What follows belongs to an exercise in optimizing a design on an open flow for small area and a short achievable clock period; a production flow would make more cautious choices.
Function was checked by simulation only, so behaviour that the tests miss may differ from the original.
Power is estimated from default activity; no workload was simulated.

--- flow/design.v ---
module adder_1_bit (input A, input B, input carryIn, output R);
	xor xor1(R,A,B,carryIn);
endmodule
module mux2x1_1bit (output out, input in1, in2, selection);
	wire selection_not;
	wire w1, w2;
	not not1(selection_not, selection);
	and and1(w1, in1, selection_not);
	and and2(w2, in2, selection);
	or or1(out, w1, w2);
endmodule
module mux2x1_32bit (output [31:0] out, input [31:0] in1, in2, input selection);
	mux2x1_1bit mux1(out[0], in1[0], in2[0], selection);
	mux2x1_1bit mux2(out[1], in1[1], in2[1], selection);
	mux2x1_1bit mux3(out[2], in1[2], in2[2], selection);
	mux2x1_1bit mux4(out[3], in1[3], in2[3], selection);
	mux2x1_1bit mux5(out[4], in1[4], in2[4], selection);
	mux2x1_1bit mux6(out[5], in1[5], in2[5], selection);
	mux2x1_1bit mux7(out[6], in1[6], in2[6], selection);
	mux2x1_1bit mux8(out[7], in1[7], in2[7], selection);
	mux2x1_1bit mux9(out[8], in1[8], in2[8], selection);
	mux2x1_1bit mux10(out[9], in1[9], in2[9], selection);
	mux2x1_1bit mux11(out[10], in1[10], in2[10], selection);
	mux2x1_1bit mux12(out[11], in1[11], in2[11], selection);
	mux2x1_1bit mux13(out[12], in1[12], in2[12], selection);
	mux2x1_1bit mux14(out[13], in1[13], in2[13], selection);
	mux2x1_1bit mux15(out[14], in1[14], in2[14], selection);
	mux2x1_1bit mux16(out[15], in1[15], in2[15], selection);
	mux2x1_1bit mux17(out[16], in1[16], in2[16], selection);
	mux2x1_1bit mux18(out[17], in1[17], in2[17], selection);
	mux2x1_1bit mux19(out[18], in1[18], in2[18], selection);
	mux2x1_1bit mux20(out[19], in1[19], in2[19], selection);
	mux2x1_1bit mux21(out[20], in1[20], in2[20], selection);
	mux2x1_1bit mux22(out[21], in1[21], in2[21], selection);
	mux2x1_1bit mux23(out[22], in1[22], in2[22], selection);
	mux2x1_1bit mux24(out[23], in1[23], in2[23], selection);
	mux2x1_1bit mux25(out[24], in1[24], in2[24], selection);
	mux2x1_1bit mux26(out[25], in1[25], in2[25], selection);
	mux2x1_1bit mux27(out[26], in1[26], in2[26], selection);
	mux2x1_1bit mux28(out[27], in1[27], in2[27], selection);
	mux2x1_1bit mux29(out[28], in1[28], in2[28], selection);
	mux2x1_1bit mux30(out[29], in1[29], in2[29], selection);
	mux2x1_1bit mux31(out[30], in1[30], in2[30], selection);
	mux2x1_1bit mux32(out[31], in1[31], in2[31], selection);
endmodule
module mux8x1_1bit (output R, input in1, in2, in3, in4, in5, in6, in7, in8, input [2:0] selection);
	wire [2:0] selection_not;
	wire w1, w2, w3, w4, w5, w6, w7, w8;
	not not1(selection_not[0], selection[0]);
	not not2(selection_not[1], selection[1]);
	not not3(selection_not[2], selection[2]);
	and and1(w1, in1, selection_not[2], selection_not[1], selection_not[0]);
	and and2(w2, in2, selection_not[2], selection_not[1], selection[0]);
	and and3(w3, in3, selection_not[2], selection[1], selection_not[0]);
	and and4(w4, in4, selection_not[2], selection[1], selection[0]);
	and and5(w5, in5, selection[2], selection_not[1], selection_not[0]);
	and and6(w6, in6, selection[2], selection_not[1], selection[0]);
	and and7(w7, in7, selection[2], selection[1], selection_not[0]);
	and and8(w8, in8, selection[2], selection[1], selection[0]);
	or or1(R, w1, w2, w3, w4, w5, w6, w7, w8);
endmodule
module mux8x1_32bit (output [31:0] out, input [31:0] in1, in2, in3, in4, in5, in6, in7, in8, input [2:0] selection);
	mux8x1_1bit mux1(out[0], in1[0], in2[0], in3[0], in4[0], in5[0], in6[0], in7[0], in8[0], selection);
	mux8x1_1bit mux2(out[1], in1[1], in2[1], in3[1], in4[1], in5[1], in6[1], in7[1], in8[1], selection);
	mux8x1_1bit mux3(out[2], in1[2], in2[2], in3[2], in4[2], in5[2], in6[2], in7[2], in8[2], selection);
	mux8x1_1bit mux4(out[3], in1[3], in2[3], in3[3], in4[3], in5[3], in6[3], in7[3], in8[3], selection);
	mux8x1_1bit mux5(out[4], in1[4], in2[4], in3[4], in4[4], in5[4], in6[4], in7[4], in8[4], selection);
	mux8x1_1bit mux6(out[5], in1[5], in2[5], in3[5], in4[5], in5[5], in6[5], in7[5], in8[5], selection);
	mux8x1_1bit mux7(out[6], in1[6], in2[6], in3[6], in4[6], in5[6], in6[6], in7[6], in8[6], selection);
	mux8x1_1bit mux8(out[7], in1[7], in2[7], in3[7], in4[7], in5[7], in6[7], in7[7], in8[7], selection);
	mux8x1_1bit mux9(out[8], in1[8], in2[8], in3[8], in4[8], in5[8], in6[8], in7[8], in8[8], selection);
	mux8x1_1bit mux10(out[9], in1[9], in2[9], in3[9], in4[9], in5[9], in6[9], in7[9], in8[9], selection);
	mux8x1_1bit mux11(out[10], in1[10], in2[10], in3[10], in4[10], in5[10], in6[10], in7[10], in8[10], selection);
	mux8x1_1bit mux12(out[11], in1[11], in2[11], in3[11], in4[11], in5[11], in6[11], in7[11], in8[11], selection);
	mux8x1_1bit mux13(out[12], in1[12], in2[12], in3[12], in4[12], in5[12], in6[12], in7[12], in8[12], selection);
	mux8x1_1bit mux14(out[13], in1[13], in2[13], in3[13], in4[13], in5[13], in6[13], in7[13], in8[13], selection);
	mux8x1_1bit mux15(out[14], in1[14], in2[14], in3[14], in4[14], in5[14], in6[14], in7[14], in8[14], selection);
	mux8x1_1bit mux16(out[15], in1[15], in2[15], in3[15], in4[15], in5[15], in6[15], in7[15], in8[15], selection);
	mux8x1_1bit mux17(out[16], in1[16], in2[16], in3[16], in4[16], in5[16], in6[16], in7[16], in8[16], selection);
	mux8x1_1bit mux18(out[17], in1[17], in2[17], in3[17], in4[17], in5[17], in6[17], in7[17], in8[17], selection);
	mux8x1_1bit mux19(out[18], in1[18], in2[18], in3[18], in4[18], in5[18], in6[18], in7[18], in8[18], selection);
	mux8x1_1bit mux20(out[19], in1[19], in2[19], in3[19], in4[19], in5[19], in6[19], in7[19], in8[19], selection);
	mux8x1_1bit mux21(out[20], in1[20], in2[20], in3[20], in4[20], in5[20], in6[20], in7[20], in8[20], selection);
	mux8x1_1bit mux22(out[21], in1[21], in2[21], in3[21], in4[21], in5[21], in6[21], in7[21], in8[21], selection);
	mux8x1_1bit mux23(out[22], in1[22], in2[22], in3[22], in4[22], in5[22], in6[22], in7[22], in8[22], selection);
	mux8x1_1bit mux24(out[23], in1[23], in2[23], in3[23], in4[23], in5[23], in6[23], in7[23], in8[23], selection);
	mux8x1_1bit mux25(out[24], in1[24], in2[24], in3[24], in4[24], in5[24], in6[24], in7[24], in8[24], selection);
	mux8x1_1bit mux26(out[25], in1[25], in2[25], in3[25], in4[25], in5[25], in6[25], in7[25], in8[25], selection);
	mux8x1_1bit mux27(out[26], in1[26], in2[26], in3[26], in4[26], in5[26], in6[26], in7[26], in8[26], selection);
	mux8x1_1bit mux28(out[27], in1[27], in2[27], in3[27], in4[27], in5[27], in6[27], in7[27], in8[27], selection);
	mux8x1_1bit mux29(out[28], in1[28], in2[28], in3[28], in4[28], in5[28], in6[28], in7[28], in8[28], selection);
	mux8x1_1bit mux30(out[29], in1[29], in2[29], in3[29], in4[29], in5[29], in6[29], in7[29], in8[29], selection);
	mux8x1_1bit mux31(out[30], in1[30], in2[30], in3[30], in4[30], in5[30], in6[30], in7[30], in8[30], selection);
	mux8x1_1bit mux32(out[31], in1[31], in2[31], in3[31], in4[31], in5[31], in6[31], in7[31], in8[31], selection);
endmodule
module my_and (output out, input in1, in2);
	and and1(out, in1, in2);
endmodule
module my_and_32_bit (output [31:0] out, input [31:0] in1, in2);
	my_and and1 (out[0], in1[0], in2[0]);
	my_and and2 (out[1], in1[1], in2[1]);
	my_and and3 (out[2], in1[2], in2[2]);
	my_and and4 (out[3], in1[3], in2[3]);
	my_and and5 (out[4], in1[4], in2[4]);
	my_and and6 (out[5], in1[5], in2[5]);
	my_and and7 (out[6], in1[6], in2[6]);
	my_and and8 (out[7], in1[7], in2[7]);
	my_and and9 (out[8], in1[8], in2[8]);
	my_and and10 (out[9], in1[9], in2[9]);
	my_and and11 (out[10], in1[10], in2[10]);
	my_and and12 (out[11], in1[11], in2[11]);
	my_and and13 (out[12], in1[12], in2[12]);
	my_and and14 (out[13], in1[13], in2[13]);
	my_and and15 (out[14], in1[14], in2[14]);
	my_and and16 (out[15], in1[15], in2[15]);
	my_and and17 (out[16], in1[16], in2[16]);
	my_and and18 (out[17], in1[17], in2[17]);
	my_and and19 (out[18], in1[18], in2[18]);
	my_and and20 (out[19], in1[19], in2[19]);
	my_and and21 (out[20], in1[20], in2[20]);
	my_and and22 (out[21], in1[21], in2[21]);
	my_and and23 (out[22], in1[22], in2[22]);
	my_and and24 (out[23], in1[23], in2[23]);
	my_and and25 (out[24], in1[24], in2[24]);
	my_and and26 (out[25], in1[25], in2[25]);
	my_and and27 (out[26], in1[26], in2[26]);
	my_and and28 (out[27], in1[27], in2[27]);
	my_and and29 (out[28], in1[28], in2[28]);
	my_and and30 (out[29], in1[29], in2[29]);
	my_and and31 (out[30], in1[30], in2[30]);
	my_and and32 (out[31], in1[31], in2[31]);
endmodule
module my_or (output out, input in1, in2);
	or or1(out, in1, in2);
endmodule
module my_or_32_bit (output [31:0] out, input [31:0] in1, in2);
	my_or or1 (out[0], in1[0], in2[0]);
	my_or or2 (out[1], in1[1], in2[1]);
	my_or or3 (out[2], in1[2], in2[2]);
	my_or or4 (out[3], in1[3], in2[3]);
	my_or or5 (out[4], in1[4], in2[4]);
	my_or or6 (out[5], in1[5], in2[5]);
	my_or or7 (out[6], in1[6], in2[6]);
	my_or or8 (out[7], in1[7], in2[7]);
	my_or or9 (out[8], in1[8], in2[8]);
	my_or or10 (out[9], in1[9], in2[9]);
	my_or or11 (out[10], in1[10], in2[10]);
	my_or or12 (out[11], in1[11], in2[11]);
	my_or or13 (out[12], in1[12], in2[12]);
	my_or or14 (out[13], in1[13], in2[13]);
	my_or or15 (out[14], in1[14], in2[14]);
	my_or or16 (out[15], in1[15], in2[15]);
	my_or or17 (out[16], in1[16], in2[16]);
	my_or or18 (out[17], in1[17], in2[17]);
	my_or or19 (out[18], in1[18], in2[18]);
	my_or or20 (out[19], in1[19], in2[19]);
	my_or or21 (out[20], in1[20], in2[20]);
	my_or or22 (out[21], in1[21], in2[21]);
	my_or or23 (out[22], in1[22], in2[22]);
	my_or or24 (out[23], in1[23], in2[23]);
	my_or or25 (out[24], in1[24], in2[24]);
	my_or or26 (out[25], in1[25], in2[25]);
	my_or or27 (out[26], in1[26], in2[26]);
	my_or or28 (out[27], in1[27], in2[27]);
	my_or or29 (out[28], in1[28], in2[28]);
	my_or or30 (out[29], in1[29], in2[29]);
	my_or or31 (out[30], in1[30], in2[30]);
	my_or or32 (out[31], in1[31], in2[31]);
endmodule
module my_xor (output out, input in1, in2);
	xor xor1(out, in1, in2);
endmodule
module my_xor_32_bit (output [31:0] out, input [31:0] in1, in2);
	my_xor xor1 (out[0], in1[0], in2[0]);
	my_xor xor2 (out[1], in1[1], in2[1]);
	my_xor xor3 (out[2], in1[2], in2[2]);
	my_xor xor4 (out[3], in1[3], in2[3]);
	my_xor xor5 (out[4], in1[4], in2[4]);
	my_xor xor6 (out[5], in1[5], in2[5]);
	my_xor xor7 (out[6], in1[6], in2[6]);
	my_xor xor8 (out[7], in1[7], in2[7]);
	my_xor xor9 (out[8], in1[8], in2[8]);
	my_xor xor10 (out[9], in1[9], in2[9]);
	my_xor xor11 (out[10], in1[10], in2[10]);
	my_xor xor12 (out[11], in1[11], in2[11]);
	my_xor xor13 (out[12], in1[12], in2[12]);
	my_xor xor14 (out[13], in1[13], in2[13]);
	my_xor xor15 (out[14], in1[14], in2[14]);
	my_xor xor16 (out[15], in1[15], in2[15]);
	my_xor xor17 (out[16], in1[16], in2[16]);
	my_xor xor18 (out[17], in1[17], in2[17]);
	my_xor xor19 (out[18], in1[18], in2[18]);
	my_xor xor20 (out[19], in1[19], in2[19]);
	my_xor xor21 (out[20], in1[20], in2[20]);
	my_xor xor22 (out[21], in1[21], in2[21]);
	my_xor xor23 (out[22], in1[22], in2[22]);
	my_xor xor24 (out[23], in1[23], in2[23]);
	my_xor xor25 (out[24], in1[24], in2[24]);
	my_xor xor26 (out[25], in1[25], in2[25]);
	my_xor xor27 (out[26], in1[26], in2[26]);
	my_xor xor28 (out[27], in1[27], in2[27]);
	my_xor xor29 (out[28], in1[28], in2[28]);
	my_xor xor30 (out[29], in1[29], in2[29]);
	my_xor xor31 (out[30], in1[30], in2[30]);
	my_xor xor32 (out[31], in1[31], in2[31]);
endmodule
module my_nor (output out, input in1, in2);
	wire temp;
	or or1(temp, in1, in2);
	not not1(out, temp);
endmodule
module my_nor_32_bit (output [31:0] out, input [31:0] in1, in2);
	my_nor nor1 (out[0], in1[0], in2[0]);
	my_nor nor2 (out[1], in1[1], in2[1]);
	my_nor nor3 (out[2], in1[2], in2[2]);
	my_nor nor4 (out[3], in1[3], in2[3]);
	my_nor nor5 (out[4], in1[4], in2[4]);
	my_nor nor6 (out[5], in1[5], in2[5]);
	my_nor nor7 (out[6], in1[6], in2[6]);
	my_nor nor8 (out[7], in1[7], in2[7]);
	my_nor nor9 (out[8], in1[8], in2[8]);
	my_nor nor10 (out[9], in1[9], in2[9]);
	my_nor nor11 (out[10], in1[10], in2[10]);
	my_nor nor12 (out[11], in1[11], in2[11]);
	my_nor nor13 (out[12], in1[12], in2[12]);
	my_nor nor14 (out[13], in1[13], in2[13]);
	my_nor nor15 (out[14], in1[14], in2[14]);
	my_nor nor16 (out[15], in1[15], in2[15]);
	my_nor nor17 (out[16], in1[16], in2[16]);
	my_nor nor18 (out[17], in1[17], in2[17]);
	my_nor nor19 (out[18], in1[18], in2[18]);
	my_nor nor20 (out[19], in1[19], in2[19]);
	my_nor nor21 (out[20], in1[20], in2[20]);
	my_nor nor22 (out[21], in1[21], in2[21]);
	my_nor nor23 (out[22], in1[22], in2[22]);
	my_nor nor24 (out[23], in1[23], in2[23]);
	my_nor nor25 (out[24], in1[24], in2[24]);
	my_nor nor26 (out[25], in1[25], in2[25]);
	my_nor nor27 (out[26], in1[26], in2[26]);
	my_nor nor28 (out[27], in1[27], in2[27]);
	my_nor nor29 (out[28], in1[28], in2[28]);
	my_nor nor30 (out[29], in1[29], in2[29]);
	my_nor nor31 (out[30], in1[30], in2[30]);
	my_nor nor32 (out[31], in1[31], in2[31]);
endmodule
module cla_4_bit (input [3:0] G, input [3:0] P, input carryIn, output [2:0] C);
	wire X, X0, X1, X2, X3, X4; 
	and i0(X, P[0], carryIn);
	or i1(C[0], G[0], X);
	and i2(X0, P[1], P[0], carryIn);
	and i3(X1, G[0], P[1]);
	or i4(C[1], G[1], X1, X0);
	and i5(X2, P[2], P[1], P[0], carryIn);
	and i6(X3, P[2], P[1], G[0]);
	and i7(X4, P[2], G[1]);
	or i8(C[2], G[2], X2, X3, X4);
endmodule
module cla_32_bit (input [7:0] G, input [7:0] P, input carryIn, output [7:0] C);
	wire x0, x1, x2, x3, x4, x5, x6, x7, x8, x9, x10, x11, x12, x13, x14, x15, x16, x17, x18, x19, x20, x21, x22, x23, x24, x25, x26, x27, x28, x29, x30, x31, x32, x33, x34, x35;
	and and1(x0, P[0], carryIn);
	or or1(C[0], x0, G[0]);  
	and and2(x1, P[1], P[0], carryIn);
	and and3(x2, G[0], P[1]);
	or or2(C[1], x2, x1, G[1]);  
	and and4(x3, P[2], G[1]);
	and and5(x4, P[2], P[1], G[0]);
	and and6(x5, P[2], P[1], P[0], carryIn);
	or or3(C[2], x5, x4, x3, G[2]);  
	and and7(x6, P[3], G[2]);
	and and8(x7, P[3], P[2], G[1]);
	and and9(x8, P[3], P[2], P[1], G[0]);
	and and10(x9, P[3], P[2], P[1], P[0], carryIn);
	or or4(C[3], x9, x8, x7, x6, G[3]);
	and and11(x10, P[4], G[3]);
	and and12(x11, P[4], P[3], G[2]);
	and and13(x12, P[4], P[3], P[2], G[1]);
	and and14(x13, P[4], P[3], P[2], P[1], G[0]);
	and and15(x14, P[4], P[3], P[2], P[1], P[0], carryIn);
	or or5(C[4], x14, x13, x12, x11, x10, G[4]);
	and and16(x15, P[5], G[4]);
	and and17(x16, P[5], P[4], G[3]);
	and and18(x17, P[5], P[4], P[3], G[2]);
	and and19(x18, P[5], P[4], P[3], P[2], G[1]);
	and and20(x19, P[5], P[4], P[3], P[2], P[1], G[0]);
	and and21(x20, P[5], P[4], P[3], P[2], P[1], P[0], carryIn);
	or or6(C[5], x20, x19, x18, x17, x16, x15, G[5]);
	and and22(x21, P[6], G[5]);
	and and23(x22, P[6], P[5], G[4]);
	and and24(x23, P[6], P[5], P[4], G[3]);
	and and25(x24, P[6], P[5], P[4], P[3], G[2]);
	and and26(x25, P[6], P[5], P[4], P[3], P[2], G[1]);
	and and27(x26, P[6], P[5], P[4], P[3], P[2], P[1], G[0]);
	and and28(x27, P[6], P[5], P[4], P[3], P[2], P[1], P[0], carryIn);
	or or7(C[6], x27, x26, x25, x24, x23, x22, x21, G[6]);
	and and29(x28, P[7], G[6]);
	and and30(x29, P[7], P[6], G[5]);
	and and31(x30, P[7], P[6], P[5], G[4]);
	and and32(x31, P[7], P[6], P[5], P[4], G[3]);
	and and33(x32, P[7], P[6], P[5], P[4], P[3], G[2]);
	and and34(x33, P[7], P[6], P[5], P[4], P[3], P[2], G[1]);
	and and35(x34, P[7], P[6], P[5], P[4], P[3], P[2], P[1], G[0]);
	and and36(x35, P[7], P[6], P[5], P[4], P[3], P[2], P[1], P[0], carryIn);
	or or8(C[7], x35, x34, x33, x32, x31, x30, x29, x28, G[7]);
endmodule
module design_p_and_g (output [31:0] G1, P1, output [7:0] G2, P2, input [31:0] A, B);
	wire x0,x1,x2,x3,x4,x5,x6,x7,x8,x9,x10,x11,x12,x13,x14,x15,x16,x17,x18,x19,x20,x21,x22,x23;
	and and1(G1[0], A[0], B[0]);
	or or1(P1[0], A[0], B[0]);
	and and2(G1[1], A[1], B[1]);
	or or2(P1[1], A[1], B[1]);
	and and3(G1[2], A[2], B[2]);
	or or3(P1[2], A[2], B[2]);
	and and4(G1[3], A[3], B[3]);
	or or4(P1[3], A[3], B[3]);
	and and33(x0, G1[0], P1[1], P1[2], P1[3]); 
	and and34(x1, P1[3], P1[2], G1[1]);
	and and35(x2, P1[3], G1[2]);
	or or33(G2[0], G1[3], x0, x1, x2);  
	and and36(P2[0], P1[0], P1[1], P1[2], P1[3]);  
	and and5(G1[4], A[4], B[4]);
	or or5(P1[4], A[4], B[4]);
	and and6(G1[5], A[5], B[5]);
	or or6(P1[5], A[5], B[5]);
	and and7(G1[6], A[6], B[6]);
	or or7(P1[6], A[6], B[6]);
	and and8(G1[7], A[7], B[7]);
	or or8(P1[7], A[7], B[7]);
	and and37(x3, G1[4], P1[5], P1[6], P1[7]); 
	and and38(x4, P1[7], P1[6], G1[5]);
	and and39(x5, P1[7], G1[6]);
	or or34(G2[1], G1[7], x3, x4, x5);  
	and and40(P2[1], P1[4], P1[5], P1[6], P1[7]);  
	and and9(G1[8], A[8], B[8]);
	or or9(P1[8], A[8], B[8]);
	and and10(G1[9], A[9], B[9]);
	or or10(P1[9], A[9], B[9]);
	and and11(G1[10], A[10], B[10]);
	or or11(P1[10], A[10], B[10]);
	and and12(G1[11], A[11], B[11]);
	or or12(P1[11], A[11], B[11]);
	and and41(x6, G1[8], P1[9], P1[10], P1[11]); 
	and and42(x7, P1[11], P1[10], G1[9]);
	and and43(x8, P1[11], G1[10]);
	or or35(G2[2], G1[11], x6, x7, x8);  
	and and44(P2[2], P1[8], P1[9], P1[10], P1[11]);  
	and and13(G1[12], A[12], B[12]);
	or or13(P1[12], A[12], B[12]);
	and and14(G1[13], A[13], B[13]);
	or or14(P1[13], A[13], B[13]);
	and and15(G1[14], A[14], B[14]);
	or or15(P1[14], A[14], B[14]);
	and and16(G1[15], A[15], B[15]);
	or or16(P1[15], A[15], B[15]);
	and and45(x9, G1[12], P1[13], P1[14], P1[15]); 
	and and46(x10, P1[15], P1[14], G1[13]);
	and and47(x11, P1[15], G1[14]);
	or or36(G2[3], G1[15], x9, x10, x11);  
	and and48(P2[3], P1[12], P1[13], P1[14], P1[15]);  
	and and17(G1[16], A[16], B[16]);
	or or17(P1[16], A[16], B[16]);
	and and18(G1[17], A[17], B[17]);
	or or18(P1[17], A[17], B[17]);
	and and19(G1[18], A[18], B[18]);
	or or19(P1[18], A[18], B[18]);
	and and20(G1[19], A[19], B[19]);
	or or20(P1[19], A[19], B[19]);
	and and49(x12, G1[16], P1[17], P1[18], P1[19]); 
	and and50(x13, P1[19], P1[18], G1[17]);
	and and51(x14, P1[19], G1[18]);
	or or37(G2[4], G1[19], x12, x13, x14);  
	and and52(P2[4], P1[16], P1[17], P1[18], P1[19]);  
	and and21(G1[20], A[20], B[20]);
	or or21(P1[20], A[20], B[20]);
	and and22(G1[21], A[21], B[21]);
	or or22(P1[21], A[21], B[21]);
	and and23(G1[22], A[22], B[22]);
	or or23(P1[22], A[22], B[22]);
	and and24(G1[23], A[23], B[23]);
	or or24(P1[23], A[23], B[23]);
	and and53(x15, G1[20], P1[21], P1[22], P1[23]); 
	and and54(x16, P1[23], P1[22], G1[21]);
	and and55(x17, P1[23], G1[22]);
	or or38(G2[5], G1[23], x15, x16, x17);  
	and and56(P2[5], P1[20], P1[21], P1[22], P1[23]);  
	and and25(G1[24], A[24], B[24]);
	or or25(P1[24], A[24], B[24]);
	and and26(G1[25], A[25], B[25]);
	or or26(P1[25], A[25], B[25]);
	and and27(G1[26], A[26], B[26]);
	or or27(P1[26], A[26], B[26]);
	and and28(G1[27], A[27], B[27]);
	or or28(P1[27], A[27], B[27]);
	and and57(x18, G1[24], P1[25], P1[26], P1[27]); 
	and and58(x19, P1[27], P1[26], G1[25]);
	and and59(x20, P1[27], G1[26]);
	or or39(G2[6], G1[27], x18, x19, x20);  
	and and60(P2[6], P1[24], P1[25], P1[26], P1[27]);  
	and and29(G1[28], A[28], B[28]);
	or or29(P1[28], A[28], B[28]);
	and and30(G1[29], A[29], B[29]);
	or or30(P1[29], A[29], B[29]);
	and and31(G1[30], A[30], B[30]);
	or or31(P1[30], A[30], B[30]);
	and and32(G1[31], A[31], B[31]);
	or or32(P1[31], A[31], B[31]);
	and and61(x21, G1[28], P1[29], P1[30], P1[31]); 
	and and62(x22, P1[31], P1[30], G1[29]);
	and and63(x23, P1[31], G1[30]);
	or or40(G2[7], G1[31], x21, x22, x23);  
	and and64(P2[7], P1[28], P1[29], P1[30], P1[31]);  
endmodule
module my_add (input [31:0] A, input [31:0] B, input [2:0] alu_op, output [31:0] Result);
wire w1,w2,w3,w4,w5;  
wire [31:0] temp;  
wire [31:0] xor_B;  
wire [31:0] R;  
wire [31:0] g,p,c;
wire [7:0] G,P,C;
xnor xnor1(w1, alu_op[2], alu_op[1]);
xnor xnor2(w2, alu_op[1], alu_op[0]);
or or1(w3, w2, w1);  
xor xor1(xor_B[0], w3, B[0]);
xor xor2(xor_B[1], w3, B[1]);
xor xor3(xor_B[2], w3, B[2]);
xor xor4(xor_B[3], w3, B[3]);
xor xor5(xor_B[4], w3, B[4]);
xor xor6(xor_B[5], w3, B[5]);
xor xor7(xor_B[6], w3, B[6]);
xor xor8(xor_B[7], w3, B[7]);
xor xor9(xor_B[8], w3, B[8]);
xor xor10(xor_B[9], w3, B[9]);
xor xor11(xor_B[10], w3, B[10]);
xor xor12(xor_B[11], w3, B[11]);
xor xor13(xor_B[12], w3, B[12]);
xor xor14(xor_B[13], w3, B[13]);
xor xor15(xor_B[14], w3, B[14]);
xor xor16(xor_B[15], w3, B[15]);
xor xor17(xor_B[16], w3, B[16]);
xor xor18(xor_B[17], w3, B[17]);
xor xor19(xor_B[18], w3, B[18]);
xor xor20(xor_B[19], w3, B[19]);
xor xor21(xor_B[20], w3, B[20]);
xor xor22(xor_B[21], w3, B[21]);
xor xor23(xor_B[22], w3, B[22]);
xor xor24(xor_B[23], w3, B[23]);
xor xor25(xor_B[24], w3, B[24]);
xor xor26(xor_B[25], w3, B[25]);
xor xor27(xor_B[26], w3, B[26]);
xor xor28(xor_B[27], w3, B[27]);
xor xor29(xor_B[28], w3, B[28]);
xor xor30(xor_B[29], w3, B[29]);
xor xor31(xor_B[30], w3, B[30]);
xor xor32(xor_B[31], w3, B[31]);
design_p_and_g p_and_g(.A(A), .B(xor_B), .G1(g), .P1(p), .G2(G), .P2(P));
cla_32_bit cla_32_bit_1(.G(G), .P(P), .carryIn(w3), .C(C));
cla_4_bit cla_4_bit_1(.G(g[3:0]), .P(p[3:0]), .carryIn(w3), .C(c[2:0]));
adder_1_bit adder_1_bit_1(.A(A[0]), .B(xor_B[0]), .carryIn(w3), .R(R[0]));
adder_1_bit adder_1_bit_2(.A(A[1]), .B(xor_B[1]), .carryIn(c[0]), .R(R[1]));
adder_1_bit adder_1_bit_3(.A(A[2]), .B(xor_B[2]), .carryIn(c[1]), .R(R[2]));
adder_1_bit adder_1_bit_4(.A(A[3]), .B(xor_B[3]), .carryIn(c[2]), .R(R[3]));
cla_4_bit cla_4_bit_2(.G(g[7:4]), .P(p[7:4]), .carryIn(C[0]), .C(c[6:4]));
adder_1_bit adder_1_bit_5(.A(A[4]), .B(xor_B[4]), .carryIn(C[0]), .R(R[4])); 
adder_1_bit adder_1_bit_6(.A(A[5]), .B(xor_B[5]), .carryIn(c[4]), .R(R[5]));
adder_1_bit adder_1_bit_7(.A(A[6]), .B(xor_B[6]), .carryIn(c[5]), .R(R[6]));
adder_1_bit adder_1_bit_8(.A(A[7]), .B(xor_B[7]), .carryIn(c[6]), .R(R[7]));
cla_4_bit cla_4_bit_3(.G(g[11:8]), .P(p[11:8]), .carryIn(C[1]), .C(c[10:8]));
adder_1_bit adder_1_bit_9(.A(A[8]), .B(xor_B[8]), .carryIn(C[1]), .R(R[8])); 
adder_1_bit adder_1_bit_10(.A(A[9]), .B(xor_B[9]), .carryIn(c[8]), .R(R[9]));
adder_1_bit adder_1_bit_11(.A(A[10]), .B(xor_B[10]), .carryIn(c[9]), .R(R[10]));
adder_1_bit adder_1_bit_12(.A(A[11]), .B(xor_B[11]), .carryIn(c[10]), .R(R[11]));
cla_4_bit cla_4_bit_4(.G(g[15:12]), .P(p[15:12]), .carryIn(C[2]), .C(c[14:12]));
adder_1_bit adder_1_bit_13(.A(A[12]), .B(xor_B[12]), .carryIn(C[2]), .R(R[12])); 
adder_1_bit adder_1_bit_14(.A(A[13]), .B(xor_B[13]), .carryIn(c[12]), .R(R[13]));
adder_1_bit adder_1_bit_15(.A(A[14]), .B(xor_B[14]), .carryIn(c[13]), .R(R[14]));
adder_1_bit adder_1_bit_16(.A(A[15]), .B(xor_B[15]), .carryIn(c[14]), .R(R[15]));
cla_4_bit cla_4_bit_5(.G(g[19:16]), .P(p[19:16]), .carryIn(C[3]), .C(c[18:16]));
adder_1_bit adder_1_bit_17(.A(A[16]), .B(xor_B[16]), .carryIn(C[3]), .R(R[16])); 
adder_1_bit adder_1_bit_18(.A(A[17]), .B(xor_B[17]), .carryIn(c[16]), .R(R[17]));
adder_1_bit adder_1_bit_19(.A(A[18]), .B(xor_B[18]), .carryIn(c[17]), .R(R[18]));
adder_1_bit adder_1_bit_20(.A(A[19]), .B(xor_B[19]), .carryIn(c[18]), .R(R[19]));
cla_4_bit cla_4_bit_6(.G(g[23:20]), .P(p[23:20]), .carryIn(C[4]), .C(c[22:20]));
adder_1_bit adder_1_bit_21(.A(A[20]), .B(xor_B[20]), .carryIn(C[4]), .R(R[20])); 
adder_1_bit adder_1_bit_22(.A(A[21]), .B(xor_B[21]), .carryIn(c[20]), .R(R[21]));
adder_1_bit adder_1_bit_23(.A(A[22]), .B(xor_B[22]), .carryIn(c[21]), .R(R[22]));
adder_1_bit adder_1_bit_24(.A(A[23]), .B(xor_B[23]), .carryIn(c[22]), .R(R[23]));
cla_4_bit cla_4_bit_7(.G(g[27:24]), .P(p[27:24]), .carryIn(C[5]), .C(c[26:24]));
adder_1_bit adder_1_bit_25(.A(A[24]), .B(xor_B[24]), .carryIn(C[5]), .R(R[24])); 
adder_1_bit adder_1_bit_26(.A(A[25]), .B(xor_B[25]), .carryIn(c[24]), .R(R[25]));
adder_1_bit adder_1_bit_27(.A(A[26]), .B(xor_B[26]), .carryIn(c[25]), .R(R[26]));
adder_1_bit adder_1_bit_28(.A(A[27]), .B(xor_B[27]), .carryIn(c[26]), .R(R[27]));
cla_4_bit cla_4_bit_8(.G(g[31:28]), .P(p[31:28]), .carryIn(C[6]), .C(c[30:28]));
adder_1_bit adder_1_bit_29(.A(A[28]), .B(xor_B[28]), .carryIn(C[6]), .R(R[28])); 
adder_1_bit adder_1_bit_30(.A(A[29]), .B(xor_B[29]), .carryIn(c[28]), .R(R[29]));
adder_1_bit adder_1_bit_31(.A(A[30]), .B(xor_B[30]), .carryIn(c[29]), .R(R[30]));
adder_1_bit adder_1_bit_32(.A(A[31]), .B(xor_B[31]), .carryIn(c[30]), .R(R[31]));
xor xor33(w4, C[7], c[30]);
xor xor34(temp[0], w4, R[31]);  
not not1(temp[1], alu_op[2]);
not not2(temp[2], alu_op[2]);
not not3(temp[3], alu_op[2]);
not not4(temp[4], alu_op[2]);
not not5(temp[5], alu_op[2]);
not not6(temp[6], alu_op[2]);
not not7(temp[7], alu_op[2]);
not not8(temp[8], alu_op[2]);
not not9(temp[9], alu_op[2]);
not not10(temp[10], alu_op[2]);
not not11(temp[11], alu_op[2]);
not not12(temp[12], alu_op[2]);
not not13(temp[13], alu_op[2]);
not not14(temp[14], alu_op[2]);
not not15(temp[15], alu_op[2]);
not not16(temp[16], alu_op[2]);
not not17(temp[17], alu_op[2]);
not not18(temp[18], alu_op[2]);
not not19(temp[19], alu_op[2]);
not not20(temp[20], alu_op[2]);
not not21(temp[21], alu_op[2]);
not not22(temp[22], alu_op[2]);
not not23(temp[23], alu_op[2]);
not not24(temp[24], alu_op[2]);
not not25(temp[25], alu_op[2]);
not not26(temp[26], alu_op[2]);
not not27(temp[27], alu_op[2]);
not not28(temp[28], alu_op[2]);
not not29(temp[29], alu_op[2]);
not not30(temp[30], alu_op[2]);
not not31(temp[31], alu_op[2]);
or or2(w5, alu_op[0], alu_op[1]);  
mux2x1_32bit mux1(Result, temp, R, w5);  
endmodule
module my_alu (output [31:0] alu_result, output zero_bit, input [31:0] alu_src1, alu_src2, input [2:0] alu_ctr);
wire [31:0] r1,r2,r3,r4,r5,r6;
wire temp;
my_and_32_bit my_and_32_bit_1(r1, alu_src1, alu_src2);
my_or_32_bit my_or_32_bit_1(r2, alu_src1, alu_src2);
my_xor_32_bit my_xor_32_bit_1(r3, alu_src1, alu_src2);
my_nor_32_bit my_nor_32_bit_1(r4, alu_src1, alu_src2);
my_add my_add_1(alu_src1, alu_src2, alu_ctr, r5);
mux8x1_32bit mux8x1_32bit_1(alu_result, r1,r2,r3,r4,r5,r5,r5,r5, alu_ctr);  
my_add my_add_2(alu_result, 32'b00000000000000000000000000000001, 3'b100, r6);
not not1(temp, alu_src1[31]);
and and1(zero_bit, temp, r6[0]);
endmodule
module alu_control (input [2:0] ALUop, input [5:0] function_code, output [2:0] alu_ctr);
wire n0,n1,n2,n3,n4,n5;
wire [3:0] r1;
wire t0,t1,t2,t3,t4,t5;
not not1(n0, function_code[0]);
not not2(n1, function_code[1]);
not not3(n2, function_code[2]);
not not4(n3, function_code[3]);
not not5(n4, function_code[4]);
not not6(n5, function_code[5]);
and and1(r1[0], ALUop[0], 1'b1);
and and2(r1[1], ALUop[1], 1'b1);
and and3(r1[2], ALUop[2], 1'b1);
and and6(t0, function_code[1], n0);  
and and7(t1, function_code[0], n1, function_code[2]);  
or or1(t2, t0, t1);
and and8(t4, function_code[0], function_code[1], n2);  
and and9(t3, function_code[0], function_code[1], function_code[2]);  
or or2(t5, t4, t0, t3);  
mux8x1_1bit my_mux1(alu_ctr[0], r1[0], r1[0], r1[0], r1[0], r1[0], r1[0], r1[0], t2, ALUop);
mux8x1_1bit my_mux2(alu_ctr[1], r1[1], r1[1], r1[1], r1[1], r1[1], r1[1], r1[1], t4, ALUop);
mux8x1_1bit my_mux3(alu_ctr[2], r1[2], r1[2], r1[2], r1[2], r1[2], r1[2], r1[2], t5, ALUop);
endmodule
module control_unit(output regDst, output branch, output memRead, output memWrite, output ALUsrc, output regWrite, output jump, output byteOperations, output move, output [2:0] ALUop, input [5:0] opcode);
	wire [5:0] opcode_not;
	wire r_type, lw, sw, bne, beq;
	wire andi, ori, slti, addi, subi, lb, sb, j, jal;
	wire temp1;
	not not1(opcode_not[0],opcode[0]);
	not not2(opcode_not[1],opcode[1]);
	not not3(opcode_not[2],opcode[2]);
	not not4(opcode_not[3],opcode[3]);
	not not5(opcode_not[4],opcode[4]);
	not not6(opcode_not[5],opcode[5]);
	and is_r_type(r_type,opcode_not[0],opcode_not[1],opcode_not[2],opcode_not[3],opcode_not[4],opcode_not[5]);
	and is_addi(addi, opcode_not[5], opcode_not[4], opcode_not[3], opcode_not[2], opcode[1], opcode_not[0]);
	and is_subi(subi,opcode_not[5], opcode_not[4], opcode_not[3], opcode_not[2], opcode[1], opcode[0]);
	and is_andi(andi, opcode_not[5], opcode_not[4], opcode_not[3], opcode[2], opcode_not[1], opcode_not[0]);
	and is_ori(ori, opcode_not[5], opcode_not[4], opcode_not[3], opcode[2], opcode_not[1], opcode[0]);
	and is_lw(lw, opcode_not[5], opcode_not[4], opcode[3], opcode_not[2], opcode_not[1], opcode_not[0]);
	and is_sw(sw, opcode_not[5], opcode[4], opcode_not[3], opcode_not[2], opcode_not[1], opcode_not[0]);
	and is_lb(lb,opcode_not[5], opcode_not[4], opcode[3], opcode_not[2], opcode_not[1], opcode[0]);
	and is_sb(sb,opcode_not[5], opcode[4], opcode_not[3], opcode_not[2], opcode_not[1], opcode[0]);
	and is_beq(beq, opcode[5], opcode_not[4], opcode_not[3], opcode_not[2], opcode[1], opcode[0]);
	and is_bne(bne, opcode[5], opcode_not[4], opcode_not[3], opcode[2], opcode[1], opcode[0]);
	and is_slti(slti, opcode_not[5], opcode_not[4], opcode_not[3], opcode[2], opcode[1], opcode[0]);
	and is_j(j,opcode[5], opcode[4], opcode[3], opcode_not[2], opcode_not[1], opcode_not[0]);
	and is_jal(jal,opcode[5], opcode[4], opcode[3], opcode_not[2], opcode_not[1], opcode[0]);
	and is_move(move,opcode[5], opcode_not[4], opcode_not[3], opcode_not[2], opcode_not[1], opcode_not[0]);
	and regDestination(regDst,r_type,1'b1);
	or isBranch(branch,bne,beq,j,jal);
	or isMemRead(memRead,lw,lb);
	or isMemWrite(memWrite,sw,sb);
	or orr1(temp1, r_type, beq, bne);
	not isALUsrc(ALUsrc, temp1);
	or isRegWrite(regWrite,r_type,lw,andi,ori,slti,addi,subi,lb,move, jal);
	or isJump(jump,j,jal);
	or isByteOperation(byteOperations,sb,lb);
	or aluop2(ALUop[2],r_type,slti,addi,lb,sb,lw,sw,subi,beq,bne,move);
	or aluop1(ALUop[1],r_type,subi,beq,bne);
	or aluop0(ALUop[0],r_type,ori,addi,lb,sb,lw,sw,move);
endmodule
module sign_extend (input [15:0] imm, output [31:0] sign_ext_imm);
and and1(sign_ext_imm[0], imm[0], 1'b1);
and and2(sign_ext_imm[1], imm[1], 1'b1);
and and3(sign_ext_imm[2], imm[2], 1'b1);
and and4(sign_ext_imm[3], imm[3], 1'b1);
and and5(sign_ext_imm[4], imm[4], 1'b1);
and and6(sign_ext_imm[5], imm[5], 1'b1);
and and7(sign_ext_imm[6], imm[6], 1'b1);
and and8(sign_ext_imm[7], imm[7], 1'b1);
and and9(sign_ext_imm[8], imm[8], 1'b1);
and and10(sign_ext_imm[9], imm[9], 1'b1);
and and11(sign_ext_imm[10], imm[10], 1'b1);
and and12(sign_ext_imm[11], imm[11], 1'b1);
and and13(sign_ext_imm[12], imm[12], 1'b1);
and and14(sign_ext_imm[13], imm[13], 1'b1);
and and15(sign_ext_imm[14], imm[14], 1'b1);
and and16(sign_ext_imm[15], imm[15], 1'b1);
and and17(sign_ext_imm[16], imm[15], 1'b1);
and and18(sign_ext_imm[17], imm[15], 1'b1);
and and19(sign_ext_imm[18], imm[15], 1'b1);
and and20(sign_ext_imm[19], imm[15], 1'b1);
and and21(sign_ext_imm[20], imm[15], 1'b1);
and and22(sign_ext_imm[21], imm[15], 1'b1);
and and23(sign_ext_imm[22], imm[15], 1'b1);
and and24(sign_ext_imm[23], imm[15], 1'b1);
and and25(sign_ext_imm[24], imm[15], 1'b1);
and and26(sign_ext_imm[25], imm[15], 1'b1);
and and27(sign_ext_imm[26], imm[15], 1'b1);
and and28(sign_ext_imm[27], imm[15], 1'b1);
and and29(sign_ext_imm[28], imm[15], 1'b1);
and and30(sign_ext_imm[29], imm[15], 1'b1);
and and31(sign_ext_imm[30], imm[15], 1'b1);
and and32(sign_ext_imm[31], imm[15], 1'b1);
endmodule
module shift_left_2(input [31:0] address, output [31:0] shifted_address);
and and1(shifted_address[2], 1'b1, address[0]);
and and2(shifted_address[3], 1'b1, address[1]);
and and3(shifted_address[4], 1'b1, address[2]);
and and4(shifted_address[5], 1'b1, address[3]);
and and5(shifted_address[6], 1'b1, address[4]);
and and6(shifted_address[7], 1'b1, address[5]);
and and7(shifted_address[8], 1'b1, address[6]);
and and8(shifted_address[9], 1'b1, address[7]);
and and9(shifted_address[10], 1'b1, address[8]);
and and10(shifted_address[11], 1'b1, address[9]);
and and11(shifted_address[12], 1'b1, address[10]);
and and12(shifted_address[13], 1'b1, address[11]);
and and13(shifted_address[14], 1'b1, address[12]);
and and14(shifted_address[15], 1'b1, address[13]);
and and15(shifted_address[16], 1'b1, address[14]);
and and16(shifted_address[17], 1'b1, address[15]);
and and17(shifted_address[18], 1'b1, address[16]);
and and18(shifted_address[19], 1'b1, address[17]);
and and19(shifted_address[20], 1'b1, address[18]);
and and20(shifted_address[21], 1'b1, address[19]);
and and21(shifted_address[22], 1'b1, address[20]);
and and22(shifted_address[23], 1'b1, address[21]);
and and23(shifted_address[24], 1'b1, address[22]);
and and24(shifted_address[25], 1'b1, address[23]);
and and25(shifted_address[26], 1'b1, address[24]);
and and26(shifted_address[27], 1'b1, address[25]);
and and27(shifted_address[28], 1'b1, address[26]);
and and28(shifted_address[29], 1'b1, address[27]);
and and29(shifted_address[30], 1'b1, address[28]);
and and30(shifted_address[31], 1'b1, address[29]);
not not1(shifted_address[0], 1'b1);
not not2(shifted_address[1], 1'b1);
endmodule
module extendForJump (input [25:0] jumpAdd, input [3:0] pcFirst4, output [31:0] out);
	not not1 (out[0], 1'b1);
	not not2 (out[1], 1'b1);
	and and1 (out[2], jumpAdd[0], 1'b1);
	and and2 (out[3], jumpAdd[1], 1'b1);
	and and3 (out[4], jumpAdd[2], 1'b1);
	and and4 (out[5], jumpAdd[3], 1'b1);
	and and5 (out[6], jumpAdd[4], 1'b1);
	and and6 (out[7], jumpAdd[5], 1'b1);
	and and7 (out[8], jumpAdd[6], 1'b1);
	and and8 (out[9], jumpAdd[7], 1'b1);
	and and9 (out[10], jumpAdd[8], 1'b1);
	and and10 (out[11], jumpAdd[9], 1'b1);
	and and11 (out[12], jumpAdd[10], 1'b1);
	and and12 (out[13], jumpAdd[11], 1'b1);
	and and13 (out[14], jumpAdd[12], 1'b1);
	and and14 (out[15], jumpAdd[13], 1'b1);
	and and15 (out[16], jumpAdd[14], 1'b1);
	and and16 (out[17], jumpAdd[15], 1'b1);
	and and17 (out[18], jumpAdd[16], 1'b1);
	and and18 (out[19], jumpAdd[17], 1'b1);
	and and19 (out[20], jumpAdd[18], 1'b1);
	and and20 (out[21], jumpAdd[19], 1'b1);
	and and21 (out[22], jumpAdd[20], 1'b1);
	and and22 (out[23], jumpAdd[21], 1'b1);
	and and23 (out[24], jumpAdd[22], 1'b1);
	and and24 (out[25], jumpAdd[23], 1'b1);
	and and25 (out[26], jumpAdd[24], 1'b1);
	and and26 (out[27], jumpAdd[25], 1'b1);
	and and27 (out[28], pcFirst4[0], 1'b1);
	and and28 (out[29], pcFirst4[1], 1'b1);
	and and29 (out[30], pcFirst4[2], 1'b1);
	and and30 (out[31], pcFirst4[3], 1'b1);
endmodule
module register_block(input clk, input rst, input [31:0] write_data, input [4:0] read_reg1, read_reg2, write_reg, input regWrite, byteOperations, output reg [31:0] read_data1, read_data2);
	reg [31:0] registers [31:0];
	integer i;
	always @ (posedge clk) begin
		if (rst) begin
			for (i = 0; i < 32; i = i + 1)
				registers[i] <= 32'b0;
		end else if (regWrite != 0) begin
			if (write_reg != 5'b00000) begin
				if (byteOperations) begin
					case (write_data[7])
						1'b1: registers[write_reg] <= {24'b111111111111111111111111, write_data[7:0]};
						1'b0: registers[write_reg] <= {24'b000000000000000000000000, write_data[7:0]};
					endcase
				end else begin
					registers[write_reg] <= write_data;
				end
			end
		end
	end
	always @ (*) begin
		if (byteOperations) begin
			case (registers[read_reg1][7])
				1'b1: read_data1 = {24'b111111111111111111111111, registers[read_reg1][7:0]};
				1'b0: read_data1 = {24'b000000000000000000000000, registers[read_reg1][7:0]};
			endcase
			case (registers[read_reg2][7])
				1'b1: read_data2 = {24'b111111111111111111111111, registers[read_reg2][7:0]};
				1'b0: read_data2 = {24'b000000000000000000000000, registers[read_reg2][7:0]};
			endcase
		end else begin
			read_data1 = registers[read_reg1];
			read_data2 = registers[read_reg2];
		end
	end
endmodule
module mips (
	input clk,
	input rst,
	output [31:0] imem_addr,
	input [31:0] imem_data,
	output [7:0] dmem_addr,
	output [31:0] dmem_wdata,
	output dmem_we,
	output dmem_re,
	output dmem_byte,
	input [31:0] dmem_rdata
);
	reg [31:0] pc;
	wire [31:0] instruction;
	wire [31:0] pc_4, writeData, readData1, readData2, sign_ext_imm, tempShift, addAluResult, aluInputTemp, aluResult, read_data, jOutput;
	wire regDst, branch, memRead, memWrite, ALUsrc, regWrite, jump, byteOperations, move, zero, resultOfAnd, jumpOrJumpAndLink, beq, bne, t1, t2, t3, notZero;
	wire [2:0] ALUop, alu_ctr;
	wire [4:0] writeRegister;
	wire [5:0] opcode_not;
		assign imem_addr = pc;
		assign instruction = imem_data;
		my_add add1(.A(pc), .B(32'b00000000000000000000000000000100), .alu_op(3'b101), .Result(pc_4));
		control_unit controlUnit(.regDst(regDst), .branch(branch), .memRead(memRead), .memWrite(memWrite), .ALUsrc(ALUsrc), .regWrite(regWrite), .jump(jump), .byteOperations(byteOperations), .move(move), .ALUop(ALUop), .opcode(instruction[31:26]));
		and and999 (jumpOrJumpAndLink, jump, instruction[26]);
		mux2x1_1bit mux1(.out(writeRegister[0]), .in1(instruction[16]), .in2(instruction[11]), .selection(regDst));
		mux2x1_1bit mux2(.out(writeRegister[1]), .in1(instruction[17]), .in2(instruction[12]), .selection(regDst));
		mux2x1_1bit mux3(.out(writeRegister[2]), .in1(instruction[18]), .in2(instruction[13]), .selection(regDst));
		mux2x1_1bit mux4(.out(writeRegister[3]), .in1(instruction[19]), .in2(instruction[14]), .selection(regDst));
		mux2x1_1bit mux5(.out(writeRegister[4]), .in1(instruction[20]), .in2(instruction[15]), .selection(regDst));
		extendForJump forJump(instruction[25:0], pc[31:28], jOutput);
		register_block registerBlock(.clk(clk), .rst(rst), .write_data(writeData), .read_reg1(instruction[25:21]), .read_reg2(instruction[20:16]), .write_reg(writeRegister), .regWrite(regWrite), .byteOperations(byteOperations), .read_data1(readData1), .read_data2(readData2));
		sign_extend signExtend(.imm(instruction[15:0]), .sign_ext_imm(sign_ext_imm));
		shift_left_2 shiftLeft2(.shifted_address(tempShift), .address(sign_ext_imm));
		my_add add2(.A(tempShift), .B(pc_4), .alu_op(3'b101), .Result(addAluResult));
		mux2x1_32bit mux6(.out(aluInputTemp), .in1(readData2), .in2(sign_ext_imm), .selection(ALUsrc));
		alu_control aluControl(.ALUop(ALUop), .function_code(instruction[5:0]), .alu_ctr(alu_ctr));
		my_alu myAlu(.alu_result(aluResult), .zero_bit(zero), .alu_src1(readData1), .alu_src2(aluInputTemp), .alu_ctr(alu_ctr));
		assign dmem_addr = aluResult[7:0];
		assign dmem_wdata = readData2;
		assign dmem_we = memWrite;
		assign dmem_re = memRead;
		assign dmem_byte = byteOperations;
		assign read_data = dmem_rdata;
		mux2x1_32bit mux7(.out(writeData), .in1(aluResult), .in2(read_data), .selection(memRead));
		not nott1 (opcode_not[5], instruction[31]);
		not nott2 (opcode_not[4], instruction[30]);
		not nott3 (opcode_not[3], instruction[29]);
		not nott4 (opcode_not[2], instruction[28]);
		not nott5 (opcode_not[1], instruction[27]);
		not nott6 (opcode_not[0], instruction[26]);
		not nott7 (notZero, zero);
		and is_beq(beq, instruction[31], opcode_not[4], opcode_not[3], opcode_not[2], instruction[27], instruction[26]);
		and is_bne(bne, instruction[31], opcode_not[4], opcode_not[3], instruction[28], instruction[27], instruction[26]);
		and andd1 (t1, beq, zero);
		and andd2 (t2, bne, notZero);
		or orr1 (t3, t1, t2);
		and and94(resultOfAnd, branch, t3);
		always @ (posedge clk) begin
			if (rst) begin
				pc <= 32'b0;
			end else if (jump) begin
				pc <= jOutput;
			end else begin
				case(resultOfAnd)
				1'b0: pc <= pc_4;
				1'b1: pc <= addAluResult;
				endcase
			end
		end
endmodule
--- flow/config.mk ---
export PLATFORM = sky130hd
export DESIGN_NAME = mips
export DESIGN_NICKNAME = mips
export VERILOG_FILES = /design/flow/design.v
export SDC_FILE = /design/flow/constraint.sdc
export NUM_CORES = 4
export LEC_CHECK = 0
export CAP_MARGIN = 20
export CORE_MARGIN = 2
export CORE_UTILIZATION = 40
export SLEW_MARGIN = 20
--- flow/run.sh ---
#!/bin/bash
# synth_recipe.tcl (not shown) runs the flow's synth.tcl, then flattens the netlist and writes it again
# the make line also repeats each setting of config.mk as NAME=value (left out here)
make -C /OpenROAD-flow-scripts/flow DESIGN_CONFIG=/design/flow/config.mk WORK_HOME=/design/flow/orfs CLKGATE_MAP_FILE= SYNTH_SCRIPT=/design/flow/synth_recipe.tcl finish
--- flow/constraint.sdc ---
create_clock -name core_clock -period 9.0 [get_ports {clk}]
set_input_delay 1.8000 -clock core_clock [delete_from_list [all_inputs] [get_ports {clk}]]
set_output_delay 1.8000 -clock core_clock [all_outputs]
set_load 0.01 [all_outputs]
==> summary.txt <==
critical path: cells and delay by family:
kind            cells  cell delay [ps]
simple gates       10             1810
fa+ha+maj           2              590
xor+xnor            2              360
compound gates     12             1970
mux                 5             1800
buf+inv             7             1010
state kept, by name (all words and copies together) (netlist names):
| signal | flops |
|---|---|
| registerBlock.registers | 1024 |
| pc | 30 |
final cells by class:
cell class	count	area [um2]	area share (%)
Clock buffer	124	2890	3.937
Tap cell	2030	2540	3.459
Multi-Input combinational cell	2939	28020	38.17
Sequential cell	1054	31350	42.70
Clock inverter	87	879.6	1.198
Inverter	176	665.6	0.9066
Timing Repair Buffer	744	7067	9.625
Antenna cell	2	5.005	0.006817
kinds of logic after synthesis:
| group | count (synthesis) |
|---|---|
| simple gates | 1507 |
| flops | 1054 |
| mux | 738 |
| buf+inv | 658 |
| compound gates | 368 |
| fa+ha+maj | 209 |
| xor+xnor | 83 |
| other cells | 1 |
report_power, final:
part	internal, uW	total (uW)	switching (uW)
clock	2720	4810	2090
combinational	1190	2660	1470
sequential	5600	5710	113
total	9510	13200	3670
per-layer routing:
layer  track usage [%]  vias to the layer above
met5                 0                        -
met4             11.63                        4
met3             7.180                      511
met2             43.09                     3154
met1             39.23                    22500
li1                  -                    17980
worst max path at each step:
| stage | slack (ps) | endpoint | cells after the start | start |
|---|---|---|---|---|
| CTS | 30 | pc[26] | 39 | imem_data[31] |
| global placement | -620 | pc[31] | 38 | imem_data[31] |
| detailed placement | -750 | pc[26] | 40 | imem_data[16] |
| finish | 280 | pc[27] | 38 | imem_data[16] |
| global route | -50 | pc[7] | 38 | imem_data[16] |
| floorplan | -140 | pc[27] | 40 | imem_data[31] |
per-stage QoR:
| stage | hold slack, ps | std cells | setup slack (ps) | util [%] |
|---|---|---|---|---|
| final | 551.8 | 7156 | 281.2 | 48.22 |
| after global routing | 586.6 | 7155 | -54.25 | 48.22 |
| after CTS | 552.1 | 7123 | 34.20 | 47.77 |
| after detailed placement | 542.4 | 6912 | -752.9 | 45.28 |
| after global placement | 530.7 | 6911 | -621.4 | 45.26 |
| after floorplan | 500.9 | 4651 | -139.8 | - |
cells in the mapped netlist, drive strengths merged, types with 13 or more instances:
| cell type | instances | area (um2) |
|---|---|---|
| fa | 15 | 300.3 |
| clkbuf | 313 | 1175 |
| dfxtp | 30 | 600.6 |
| nand2 | 127 | 484.2 |
| nor2 | 1150 | 4327 |
| nand3 | 33 | 165.2 |
| a21oi | 117 | 593.1 |
| mux2i | 76 | 764.5 |
| a211oi | 17 | 142.6 |
| edfxtp | 1024 | 30750 |
| mux2 | 49 | 551.8 |
| a311oi | 26 | 227.7 |
| buf | 169 | 989.7 |
| xnor2 | 62 | 550.5 |
| nand2b | 51 | 319.1 |
| or3 | 19 | 123.9 |
| ha | 194 | 2427 |
| a31oi | 18 | 127.6 |
| mux4 | 613 | 13810 |
| nor4 | 13 | 87.58 |
| o21ai | 82 | 410.4 |
| inv | 175 | 656.9 |
| o211ai | 15 | 112.6 |
| xor2 | 21 | 183.9 |
| nor3 | 28 | 145.1 |
| nor2b | 23 | 143.9 |
| and3 | 18 | 112.6 |
repair_timing:
item	CTS	global route
endpoints found under the hold margin	0	0
setup endpoints to repair	14	33
pin swaps	2	11
cloned	0	6
setup buffers	0	21
gates resized for setup	8	57
hold buffers	0	0
==> summary.txt <==
- number of ports placed on the die boundary: 141
- Clock Pin Slew Worst Setup and Hold Paths: 60 ps
- area share of fa/ha/maj cells after synthesis: 4.441%
- fraction of synthesized cell area in xor and xnor cells: 1.196%
- worst endpoint data arrival time: 9340 ps
- most used flip-flop cell after synthesis: sky130_fd_sc_hd__edfxtp_1
- count of pins over their slew limit: 0
- number of antenna violations at the first check in global routing: 7
- met3 WL post-DR: 29700 um
- outcome: finished clean
- CTS Root Buffer Type: sky130_fd_sc_hd__clkbuf_16
- power after layout: 13180 uW
- met2 WL post-DR: 100900 um
- worst ir drop on vdd: 150.0 uV
- nature of the critical path endpoint: register
- Critical Path Source Type: input port
- number of levels in the clock H-tree: 3
- compound-gate portion of the synthesized area: 3.946%
- fraction of the yosys area taken by sequential cells: 51.04%
- Tot GR Track Use: 28.46%
- Critical Path Most Common Cell: sky130_fd_sc_hd__a21oi_1
- largest net degree at the start of global routing: 56
- mapped cell area: 61430 um2
- number of clock sinks: 1054
- proportion of synthesized area in mux cells: 24.62%
- Final HPWL DP: 146900 um
- number of filler instances in the final layout: 13140
- highest net fanout along the worst path: 16
- Via Count: 44150
- slew at the pin with the worst max-slew slack: 1162 ps
- insertion delay of the later-clocked pin in the worst-skew pair: 790 ps
- initial core utilization: 40.34%
- Max-slew headroom: 22.52%
- aggregate negative setup slack: 0 ps
- placed standard-cell area: 68940 um2
- total number of placement rows: 143
- Warnings, synthesis: 2
- maximum clock insertion buffer count: 3
- Worst Hold Path Cells: 2
- Remaining DRCs: 0
- die span in x: 395.9 um
- Post-synth EDFFs: 1024
- Leak: 0.02735 uW
- Pre-Repair DR Iteration Count: 6
- power density over the cells: 179.5 nW/um2
- max-cap violations: 0
- core area: 152300 um2
- wirelength, routed: 225500 um
- vias in the first global route: 43150
- Congestion Overflow GR: 0
- TritonCTS clock tree: done
- max frequency: 114.7 MHz
- Nets: 5302
- worst reg2reg path startpoint: registerBlock.registers[15][5]
- number of DRC markers after the initial detailed-route iteration: 6648
- final design instance area without fill: 73420 um2
- RD Place Congestion: 0.9334
- Crit Path Class: in -> reg
- Worst R2R End: pc[27]
- PortBufs: 138
- slowest library cell on the worst path: sky130_fd_sc_hd__mux4_2
- startpoint of the lowest-slack hold path: pc[28]
- largest family of logic cells by synthesized area: multiplexers
- wire length the detailed router placed on met1: 84310 um
- share of synthesized registers carrying an async set or reset: 0%
- setup slack on the worst flop-to-flop path: 1270 ps
- synthesized flop and latch total: 1054
- required time at the endpoint of the critical path: 9620 ps
- die footprint: 156700 um2
- leading cell types in the layout, fill and taps excluded: 1141 x sky130_fd_sc_hd__nor2_1, 1024 x sky130_fd_sc_hd__edfxtp_1, 613 x sky130_fd_sc_hd__mux4_2
- Cell variety after synth: 92
- final count of hold timing violations: 0
- die height: 395.9 um
- number of cells produced by synthesis: 4618
- commonest non-fill, non-tap cell in the layout: sky130_fd_sc_hd__nor2_1
- number of CTS-inserted buffers: 112
- Mapped Avg Cell Area: 13.30 um2
- top routing layer in use: met5
- Worst Reg-to-Reg Cells: 36
- Period Utilization, post-route: 96.88%
- end of the worst hold path: pc[28]
- global-route wire length before repair: 317700 um
- worst-case clock skew: 83.86 ps
- Routed Antenna Nets: 0
- fraction of the mapped netlist area in simple logic gates: 10.16%
- Min Clock Period, post-route: 8719 ps
- Finish-stage setup viols: 0
- Slowest Stage Delay on Critical Path: 540 ps
- Min-Delay Path Class: reg -> reg
- average wire per standard cell: 31.52 um
- share of post-route cells with drive strength above 1: 31.87%
- area growth from synthesis to layout: 19.53%
- via density per instance: 6.170

[static timing again, ports no longer ideal]
No port has a modelled driver above. Below, the same layout with a new extraction and two added sets of constraints.
Step 1: set_driving_cell puts a clkbuf_16 on clk and a buf_2 on each other input, an assumption about the parent block.
Step 2 also shifts input and output timing later by t, the mid clock arrival at the registers, as if the neighbouring blocks saw the same clock.
Slacks: no drivers / after step 1 / after step 2; pairs: no drivers / after step 1.
shift t [ns]: 0.834
setup slack, ns: 0.281 / 0.104 / -0.715
worst setup path after step 2: input to register
clock arrival spread, ns: 0.084 / 0.084
With both steps, setup timing fails in this run, where it was met with ideal ports. For this run, drivers alone change the setup slack by -0.177 ns; drivers and shift together by -0.996 ns.
